This is an optimization exercise on Yosys and OpenROAD, whose aim is small area and a short achievable clock period, not a production implementation. Function was checked by simulation only, so behaviour that the tests miss may differ from the original.

==> flow/design.v (outline; a module is shown in full before it is edited, if it fits) <==
// module cordicsqrt: 1253 lines
module cordicsqrt (
    input [15:0] N,
    input clk, in_valid,
    output [15:0] sqrt,
    output out_valid
  );
  // ...
==> flow/flow/run.sh <==
#!/bin/bash
set -o pipefail
export SETUP_SLACK_MARGIN=${MARGIN:-6.9}
export CTS_ARGS="-sink_clustering_enable -repair_clock_nets -sink_clustering_size ${CSIZE:-20} -sink_clustering_max_diameter ${CDIAM:-80} -dont_use_dummy_load -buf_list {sky130_fd_sc_hd__clkbuf_16}"
bash standard.sh > standard.log 2>&1
==> flow/standard.sh <==
#!/bin/bash
# synth_recipe.tcl (not shown) runs the flow's synth.tcl, then flattens the netlist and writes it again
# the make line also repeats each setting of config.mk as NAME=value (left out here)
make -C /OpenROAD-flow-scripts/flow DESIGN_CONFIG=/design/flow/config.mk WORK_HOME=/design/flow/orfs CLKGATE_MAP_FILE= SYNTH_SCRIPT=/design/flow/synth_recipe.tcl "${@:-finish}"
==> flow/config.mk <==
export PLATFORM = sky130hd
export DESIGN_NAME = cordicsqrt
export DESIGN_NICKNAME = cordicsqrt
export VERILOG_FILES = /design/flow/design.v
export SDC_FILE = /design/flow/constraint.sdc
export NUM_CORES = 4
export LEC_CHECK = 0
export ABC_AREA = 1
export CAP_MARGIN = 20
export CORE_MARGIN = 2
export CORE_UTILIZATION = 60
export SLEW_MARGIN = 20
==> flow/constraint.sdc <==
create_clock -name core_clock -period 10.0 [get_ports {clk}]
set_input_delay 2.0000 -clock core_clock [delete_from_list [all_inputs] [get_ports {clk}]]
set_output_delay 2.0000 -clock core_clock [all_outputs]
set_load 0.01 [all_outputs]
==> results_dict.tcl, run 1 <==
set metrics [dict create \
    status "complete, no violations" \
    worstMarginPinSlew_ns 0.870 \
    postCtsResizedCells 241 \
    drv_cap 0 \
    core_area_um2 80200 \
    final-nonclk-buf-share 0.0529 \
    fillerInstances 6369 \
    via_per_inst 5.41 \
    yosys.area_share.xor_xnor 0.0974 \
    critPathTopFamily "simple AND/OR/NAND/NOR gates" \
    synth_seq_cells 855 \
    drv_slew 0 \
    synth-warning-count 1 \
    rrSetupSlack_ns 6.21 \
    hold_end "ck_q6[5]" \
    cts.sinks 855 \
    tritoncts "built" \
    antenna_cells 0 \
    final_common_cell "inv_1" \
    hold_depth 0 \
    fin_nets 6658 \
    place_area_um2 50000 \
    cp-end-kind "flop" \
    finalHoldViolCount 0 \
    routed-wl-met3_um 6390 \
    num_tap_cells 1060 \
    wl_met1_um 53000 \
    synth_common_cells "inv_1, dfxtp_1, ha_1" \
    yosysTopAreaCell "dfxtp_1" \
    drt_iter0_drc 2564 \
    worst_slack_ns 6.21 \
    syn_inst 5538 \
    cpMaxStageDelayCell "dfxtp_2" \
]
==> run 2: changes to the inputs <==
--- a/flow/config.mk
+++ b/flow/config.mk
@@ -5,7 +5,6 @@
 export SDC_FILE = /design/flow/constraint.sdc
 export NUM_CORES = 4
 export LEC_CHECK = 0
-export ABC_AREA = 1
 export CAP_MARGIN = 20
 export CORE_MARGIN = 2
 export CORE_UTILIZATION = 60
==> results_dict.tcl, run 2 <==
set metrics [dict create \
    largest_reg_flops 30 \
    slew_headroom 0.342 \
    cts_htree_levels 2 \
    ys_types 87 \
    post-route-period-util 0.312 \
    grt_pass1_vias 37400 \
    clk_path_buf_depth 3 \
    syn_inst 5564 \
    synth-edff-count 0 \
    rrSetupSlack_ns 6.88 \
    first_pass_iters 6 \
    fin_crit_ns 3.12 \
    clk_pin_slew_ns 0.07 \
    drt-total-wl_um 120000 \
    layout_common_cells "dfxtp_1, ha_1, inv_1, nor2_1, nand2_1" \
    core_area_um2 83600 \
    top_register "ps_fa_q19" \
    die_w_um 294 \
    gp_congestion 0.991 \
    finalHoldViolCount 0 \
    ys_seq_area_frac 0.338 \
    holdWs_ns 0.290 \
    finClkSkew_ns 0.0470 \
    dieArea_um2 86600 \
    critPathLaunchType "flop" \
    synth_seq_cells 855 \
    place_area_um2 51900 \
    cts.sinks 855 \
    post_synth_fa_ha_maj_area_fraction 0.219 \
    clock_latency_ns 0.63 \
    numCtsBuffers 53 \
    syn_area_um2 50600 \
    yosys.area_share.xor_xnor 0.0862 \
    synth_top_area_share 0.338 \
    grt_start_max_net_pins 91 \
    synth_common_cells "dfxtp_1, ha_1, inv_1" \
    place_hpwl_um 90300 \
    synth_top_flop_cell "dfxtp_1" \
    synthTopCellsByArea "dfxtp_1, ha_1, fa_1, xnor2_1, xor2_1" \
    yosysTopAreaCell "dfxtp_1" \
    port_buffers 34 \
    cp.arrival_ns 3.67 \
    grt_setup_unrepaired "true" \
    fmax_mhz 321 \
    row_count 106 \
    synthMuxAreaShare 0.00945 \
    tritoncts "built" \
    start_util 0.605 \
    worst_slack_ns 6.88 \
    final_common_cell "dfxtp_1" \
    drive_gt1_frac 0.0742 \
    overflow 0 \
    synth_top_family_by_area "adder cells" \
    fin_nets 6381 \
    grt_first_pass_wirelength_um 192000 \
    min_path_type "flop to flop" \
    drv_cap 0 \
    fillerInstances 6929 \
    antenna_cells 0 \
    track_usage 0.272 \
    yosysMostFrequentCell "dfxtp_1" \
    async_flop_share 0 \
    drt_iter0_drc 2637 \
    place_ws_ns 6.36 \
    top_regs "ps_fa_q19 x30, ps_fb_q19 x29" \
    synth-warning-count 1 \
    ioPinCount 35 \
    syn_to_final_growth_pct 7.73 \
    fin_area_um2 54500 \
    drv_slew 0 \
    cp-end-kind "flop" \
    synth_compound_area_frac 0.171 \
    die_height_um 294 \
    crit_type "flop to flop" \
    antenna_found_initial 1 \
    antenna_left 0 \
    setup_violations 0 \
    worstMarginPinSlew_ns 0.983 \
    root_buffer "clkbuf_16" \
    routedWlPerCell_um 18.1 \
    cp.required_ns 10.56 \
    syn_avg_cell_area_um2 9.09 \
    via_count 38900 \
    synth-simple-area-share 0.121 \
    drc 0 \
    path_max_fanout 24 \
    via_per_inst 5.84 \
    fin_tns_setup_ns 0 \
    status "complete, no violations" \
    synth_nets 6366 \
]
[run 2: final cells by class]
| class | instances | area [µm²] | share of cell area |
|---|---|---|---|
| inverters | 554 | 2110 | 0.0386 |
| repair inverters | 2 | 15.0 | 0.000276 |
| well taps | 1080 | 1350 | 0.0248 |
| multi-input cells | 3980 | 31400 | 0.576 |
| flip-flops and latches | 855 | 17200 | 0.316 |
| repair buffers | 133 | 1090 | 0.0199 |
| clock buffers | 53 | 1330 | 0.0243 |
[run 2: final timing paths]
kind         startpoint     endpoint  depth (start not counted)
max           ck_q10[1]  vx6_q11[10]                          8
max reg2reg   ck_q10[1]  vx6_q11[10]                          8
min            ck_q4[1]     ck_q5[1]                          0
min reg2reg    ck_q4[1]     ck_q5[1]                          0
[run 2: logic make-up after synthesis]
kind of cell / Yosys count
multiplexers: 42
other: 1
flip-flops: 855
AND/OR/NAND/NOR: 1316
buffers and inverters: 729
AO/OA/AOI/OAI: 1337
XOR/XNOR: 498
adder cells (fa/ha/maj): 786
[run 2: layer usage]
| metal | global-route usage | up-vias | wire length [µm] |
|---|---|---|---|
| li1 | - | 19200 | - |
| met2 | 0.472 | 1268 | 58000 |
| met5 | 0 | - | 0 |
| met1 | 0.341 | 18100 | 50200 |
| met4 | 0.110 | 0 | 5130 |
| met3 | 0.0359 | 323 | 7070 |
[run 2: timing repair]
action / in CTS / in global routing
hold buffers: 0 / 0
setup endpoints to repair: 102 / 88
resized for setup: 133 / 168
cloned: 2 / 0
buffers inserted: 26 / 36
pin swaps: 17 / 73
endpoints found under the hold margin: 0 / 0
[run 2: critical path, cell delays in order, from the launching register on]
cell and delay, ns:
dfxtp_1 0.30, buf_4 0.23, inv_1 0.42, ha_1 0.73, nor2_2 0.23, nor2_1 0.23
a21oi_1 0.09, a221oi_1 0.62, a21o_1 0.18
[run 2: per-stage QoR]
stage                     std cells  utilization
after global placement         6540        0.621
after detailed placement       6540        0.621
after global routing           6657        0.652
final                          6657        0.652
after floorplan                5564            -
after CTS                      6621        0.641
==> run 3: changes to the inputs <==
==> flow/flow/run.sh (replaced) <==
#!/bin/bash
set -o pipefail
export SETUP_SLACK_MARGIN=${MARGIN:-7.1}
export CTS_ARGS="-sink_clustering_enable -repair_clock_nets -sink_clustering_size ${CSIZE:-20} -sink_clustering_max_diameter ${CDIAM:-80} -dont_use_dummy_load -buf_list {sky130_fd_sc_hd__clkbuf_16}"
bash standard.sh > standard.log 2>&1
==> results_dict.tcl, run 3 <==
set metrics [dict create \
    fin_nets 6506 \
    overflow 0 \
    slowest_delay_ns 0.32 \
    startpoint "res_q20[3]" \
    die_w_um 294 \
    synth_top_flop_cell "dfxtp_1" \
    fin_tns_setup_ns 0 \
    drc 0 \
    clk_pin_slew_ns 0.08 \
    fmax_mhz 325 \
    track_usage 0.281 \
    ys_types 87 \
    status "complete, no violations" \
    cts.sinks 855 \
    top_register "ps_fa_q19" \
    min_path_type "flop to flop" \
    antenna_found_initial 1 \
    reg2reg_from "d10_q15" \
    die_height_um 294 \
    dieArea_um2 86600 \
    via_per_inst 5.84 \
    path_depth 1 \
    finalHoldViolCount 0 \
    syn_inst 5564 \
    grt_pass1_vias 38400 \
    port_buffers 34 \
    yosysMostFrequentCell "dfxtp_1" \
    row_count 106 \
    cp.arrival_ns 1.08 \
    regToRegEndpoint "ry11_q16[14]" \
    worst-path-buf-inv 1 \
    cp-end-kind "output port" \
    syn_avg_cell_area_um2 9.09 \
    critPathLaunchType "flop" \
    first_pass_iters 6 \
    routedWlPerCell_um 18.3 \
    grt_start_max_net_pins 90 \
    antenna_cells 0 \
    finClkSkew_ns 0.0450 \
    largest_reg_flops 30 \
    place_ws_ns 6.37 \
    syn_area_um2 50600 \
    post_layout_nonfiller_instances 6782 \
    worst_slack_ns 6.92 \
    use_met1 0.341 \
    syn_to_final_growth_pct 11.4 \
    synth_common_cells "dfxtp_1, ha_1, inv_1" \
    cts_htree_levels 2 \
    synth_nets 6366 \
    worstMarginPinSlew_ns 0.883 \
    post-route-period-util 0.308 \
    ioPinCount 35 \
    clk_path_buf_depth 3 \
    gp_congestion 0.993 \
    critPathTopFamily "flip-flops" \
    fin_crit_ns 3.08 \
    drt-total-wl_um 124000 \
    numCtsBuffers 51 \
    gr-max-usage-layer "met2" \
    synth_top_area_share 0.338 \
    place_hpwl_um 90700 \
    cpMaxStageDelayCell "dfxtp_1" \
    drv_slew 0 \
    use_met3 0.0403 \
    core_area_um2 83600 \
    final_common_cell "dfxtp_1" \
    clock_latency_ns 0.64 \
    slew_headroom 0.405 \
    use_met2 0.498 \
    tritoncts "built" \
    setup_violations 0 \
    drv_cap 0 \
    drive_gt1_frac 0.122 \
    ys_seq_area_frac 0.338 \
    via_count 39600 \
    top_regs "ps_fa_q19 x30, ps_fb_q19 x29" \
    start_util 0.605 \
    synth-edff-count 0 \
    cp.required_ns 8.00 \
    synth_seq_cells 855 \
    layout_common_cells "dfxtp_1, ha_1, inv_1, nor2_1, nand2_1" \
    fillerInstances 6785 \
    yosysTopAreaCell "dfxtp_1" \
    synth-warning-count 1 \
    antenna_left 0 \
    cts_hold_buf 0 \
    dp.cells 6537 \
    grt_first_pass_wirelength_um 198000 \
    rrSetupSlack_ns 6.94 \
    crit_type "flop to output port" \
    async_flop_share 0 \
    path_max_fanout 1 \
    synthTopCellsByArea "dfxtp_1, ha_1, fa_1, xnor2_1, xor2_1" \
    drt_iter0_drc 3150 \
    root_buffer "clkbuf_16" \
    grt_setup_unrepaired "true" \
    ff2ff_path_depth 14 \
    cp-endpoint "sqrt[3]" \
    path_cells "buf_2" \
    min-delay-start "tag_q5[3]" \
]
-- run 3: cell types whose count changed in the layout (fill, tap and decap cells not counted), sizes merged --
| cell | delta |
|---|---|
| buf | +127 |
| clkbuf | -2 |
| clkinv | +2 |
| inv | -2 |
-- run 3: kinds of logic (layout without fill, tap and decap cells) --
| family | after synthesis | in the layout | share of synthesized area |
|---|---|---|---|
| AO/OA/AOI/OAI | 1337 | 1337 | 0.171 |
| XOR/XNOR | 498 | 498 | 0.0862 |
| adder cells (fa/ha/maj) | 786 | 786 | 0.219 |
| buffers and inverters | 729 | 867 | 0.0546 |
| flip-flops | 855 | 855 | 0.338 |
| multiplexers | 42 | 42 | 0.00945 |
| other | 1 | 1 | 0.0000741 |
| AND/OR/NAND/NOR | 1316 | 1316 | 0.121 |
-- run 3: timing repair --
item                       4_1_cts  5_1_grt
setup endpoints to repair      207      177
pin swaps                       87      159
buffers inserted               107       85
gates resized for setup        235      261
cloned                           2        0
-- run 3: stage by stage --
step           area (µm²)   util  hold WS, ns
3_5_place_dp        52000  0.622        0.312
6_report            56300  0.674        0.317
2_1_floorplan       50800      -        0.309
4_1_cts             54700  0.654        0.318
5_1_grt             56300  0.674        0.324
3_3_place_gp        52000  0.622        0.310
-- run 3: final cells by class --
type	instances	area (µm²)	area share
inverter	554	2130	0.0378
multi-input combinational	3980	32100	0.570
tap	1080	1350	0.0240
timing repair inverter	2	15.0	0.000266
clock buffer	51	1280	0.0227
sequential	855	17300	0.306
timing repair buffer	260	2220	0.0394
-- run 3: layer usage --
metal / up-vias / share of wire
met1: 18600 / 0.41
met4: 0 / 0.043
li1: 19500 / -
met5: - / 0
met3: 351 / 0.053
met2: 1220 / 0.49
-- run 3: how the worst min path moves through the flow --
stage	endpoint	slack, ns	cells after the start
after global routing	tag_q6[0]	0.32	0
after floorplan	tag_q18[0]	0.31	0
after global placement	tag_q15[4]	0.31	0
after detailed placement	ck_q9[2]	0.31	0
final	tag_q6[3]	0.32	0
after CTS	tag_q7[1]	0.32	0
==> run 4: changes to the inputs <==
==> flow/flow/run.sh (replaced) <==
#!/bin/bash
set -o pipefail
export SETUP_SLACK_MARGIN=${MARGIN:-6.9}
export CTS_ARGS="-sink_clustering_enable -repair_clock_nets -sink_clustering_size ${CSIZE:-20} -sink_clustering_max_diameter ${CDIAM:-80} -dont_use_dummy_load -buf_list {sky130_fd_sc_hd__clkbuf_16}"
bash standard.sh > standard.log 2>&1
--- a/flow/config.mk
+++ b/flow/config.mk
@@ -7,5 +7,6 @@
 export LEC_CHECK = 0
 export CAP_MARGIN = 20
 export CORE_MARGIN = 2
-export CORE_UTILIZATION = 60
+export CORE_UTILIZATION = 70
+export PLACE_DENSITY = 0.75
 export SLEW_MARGIN = 20
==> results_dict.tcl, run 4 <==
set metrics [dict create \
    status "complete, no violations" \
    largest_reg_flops 30 \
    worstMarginPinSlew_ns 0.899 \
    worst-path-buf-inv 0 \
    clk_pin_slew_ns 0.08 \
    syn_to_final_growth_pct 7.35 \
    ys_types 87 \
    fillerInstances 4970 \
    tritoncts "built" \
    path_max_fanout 4 \
    post-route-period-util 0.317 \
    synth_top_family_by_area "adder cells" \
    synth-edff-count 0 \
    place_hpwl_um 92100 \
    clk_path_buf_depth 3 \
    row_count 98 \
    fin_nets 6384 \
    finClkSkew_ns 0.0252 \
    min_path_type "flop to flop" \
    routedWlPerCell_um 19.1 \
    dieArea_um2 74400 \
    post_synth_fa_ha_maj_area_fraction 0.219 \
    yosys.area_share.xor_xnor 0.0862 \
    fin_tns_setup_ns 0 \
    critPathTopFamily "compound AO/OA/AOI/OAI gates" \
    synthTopCellsByArea "dfxtp_1, ha_1, fa_1, xnor2_1, xor2_1" \
    first_pass_iters 10 \
    core_area_um2 71500 \
    synth_top_flop_cell "dfxtp_1" \
    drv_cap 0 \
    track_usage 0.324 \
    grt_first_pass_wirelength_um 197000 \
    grt_start_max_net_pins 86 \
    cp.required_ns 10.43 \
    die_w_um 273 \
    cpMaxStageDelayCell "or4_4" \
    synth_top_area_share 0.338 \
    top_regs "ps_fa_q19 x30, ps_fb_q19 x29" \
    die_height_um 273 \
    cts_hold_buf 0 \
    yosysTopAreaCell "dfxtp_1" \
    grt_pass1_vias 38900 \
    antenna_found_initial 0 \
    ioPinCount 35 \
    syn_inst 5564 \
    syn_area_um2 50600 \
    gp_congestion 1.03 \
    synth_compound_area_frac 0.171 \
    drt-total-wl_um 125000 \
    clock_latency_ns 0.62 \
    drt_iter0_drc 3458 \
    async_flop_share 0 \
    root_buffer "clkbuf_16" \
    final_common_cell "dfxtp_1" \
    port_buffers 34 \
    cp.arrival_ns 3.60 \
    path_cells "ha_4 -> a21o_1 -> a211oi_2 -> o211a_1 -> a311o_1 -> a31oi_4 -> or4_4 -> a21oi_4 -> a31oi_2 -> o211ai_1 -> a31oi_1" \
    top_register "ps_fa_q19" \
    finalHoldViolCount 0 \
    place_area_um2 51700 \
    via_per_inst 6.10 \
    cp-end-kind "flop" \
    fmax_mhz 315 \
    critPathLaunchType "flop" \
    start_util 0.708 \
    synthMuxAreaShare 0.00945 \
    slew_headroom 0.385 \
    holdWs_ns 0.317 \
    synth_seq_cells 855 \
    synth-simple-area-share 0.121 \
    place_ws_ns 6.31 \
    synth_nets 6366 \
    yosysMostFrequentCell "dfxtp_1" \
    syn_avg_cell_area_um2 9.09 \
    via_count 39800 \
    synth_common_cells "dfxtp_1, ha_1, inv_1" \
    worst_slack_ns 6.83 \
    ys_seq_area_frac 0.338 \
    layout_common_cells "dfxtp_1, ha_1, inv_1, nor2_1, nand2_1" \
    fin_area_um2 54300 \
    fin_crit_ns 3.17 \
    cts.sinks 855 \
    antenna_left 0 \
    synth-warning-count 1 \
    numCtsBuffers 50 \
    drc 0 \
    overflow 0 \
    grt_setup_unrepaired "true" \
    setup_violations 0 \
    crit_type "flop to flop" \
    cts_htree_levels 2 \
    antenna_cells 0 \
    drive_gt1_frac 0.0746 \
    drv_slew 0 \
    slowest_delay_ns 0.52 \
]
run 4: timing repair:
action / CTS / global route
buffers inserted: 28 / 43
gates cloned: 3 / 0
endpoints found under the setup margin: 116 / 114
pin swaps: 17 / 69
gates resized for setup: 137 / 161
run 4: final timing paths:
check                 from          to  slack, ns  depth (start not counted)
max          ps_fb_q19[10]  res_q20[1]       6.83                         11
min             tag_q11[3]  tag_q12[3]       0.32                          0
max reg2reg  ps_fb_q19[10]  res_q20[1]       6.83                         11
min reg2reg     tag_q11[3]  tag_q12[3]       0.32                          0
run 4: cell families after synthesis:
logic type,after synthesis
simple gates,1316
fa+ha+maj,786
xor+xnor,498
buf+inv,729
compound gates,1337
flops,855
other cells,1
mux,42
run 4: metal layers:
layer,wire length (µm),track usage,vias to the layer above
met5,0,0,-
met4,6140,0.146,0
met3,8120,0.0537,391
met2,60800,0.571,1476
met1,49700,0.387,18700
li1,-,-,19200
run 4: layout make-up:
class                   count  area (µm²)  share of cell area
inverters                 554        2100              0.0387
multi-input cells        3980       31400               0.578
well taps                 950        1190              0.0219
repair inverters            3        20.0            0.000369
repair buffers            138        1140              0.0209
clock buffers              50        1250              0.0230
flip-flops and latches    855       17200               0.317
run 4: through the flow:
| step | util | instances |
|---|---|---|
| after floorplan | - | 5564 |
| after global placement | 0.723 | 6406 |
| after detailed placement | 0.723 | 6406 |
| after CTS | 0.746 | 6487 |
| after global routing | 0.760 | 6530 |
| final | 0.760 | 6530 |

what the ideal ports hide:
Ports are ideal in the flow. The routed layouts listed here were re-timed in OpenROAD. Step 1, drivers: a clkbuf_16 drives clk and a buf_2 each remaining input, both assumed. Step 2 moves the port delays by t, midway between the first and last clock arrival at a register: inputs arrive t later, outputs are due t later. That takes back most of the time a late clock gives input paths. a / b / c = ideal ports / drivers / drivers and shift; a / b = the first two.
| run | shift t [ns] | setup slack, ns | worst setup path after step 2 | latest minus earliest clock arrival (ns) | worst data-port slew with drivers (ns) |
|---|---|---|---|---|---|
| run 1 | 0.662 | 6.207 / 6.208 / 6.208 | register to register | 0.072 / 0.072 | 0.03 |
| run 2 | 0.677 | 6.883 / 6.876 / 6.883 | register to register | 0.049 / 0.049 | 0.06 |
| run 3 | 0.691 | 6.924 / 6.855 / 6.937 | register to register | 0.060 / 0.060 | 0.07 |
| run 4 | 0.678 | 6.830 / 6.830 / 6.830 | register to register | 0.026 / 0.027 | 0.07 |
After both steps every run listed still meets setup and hold.
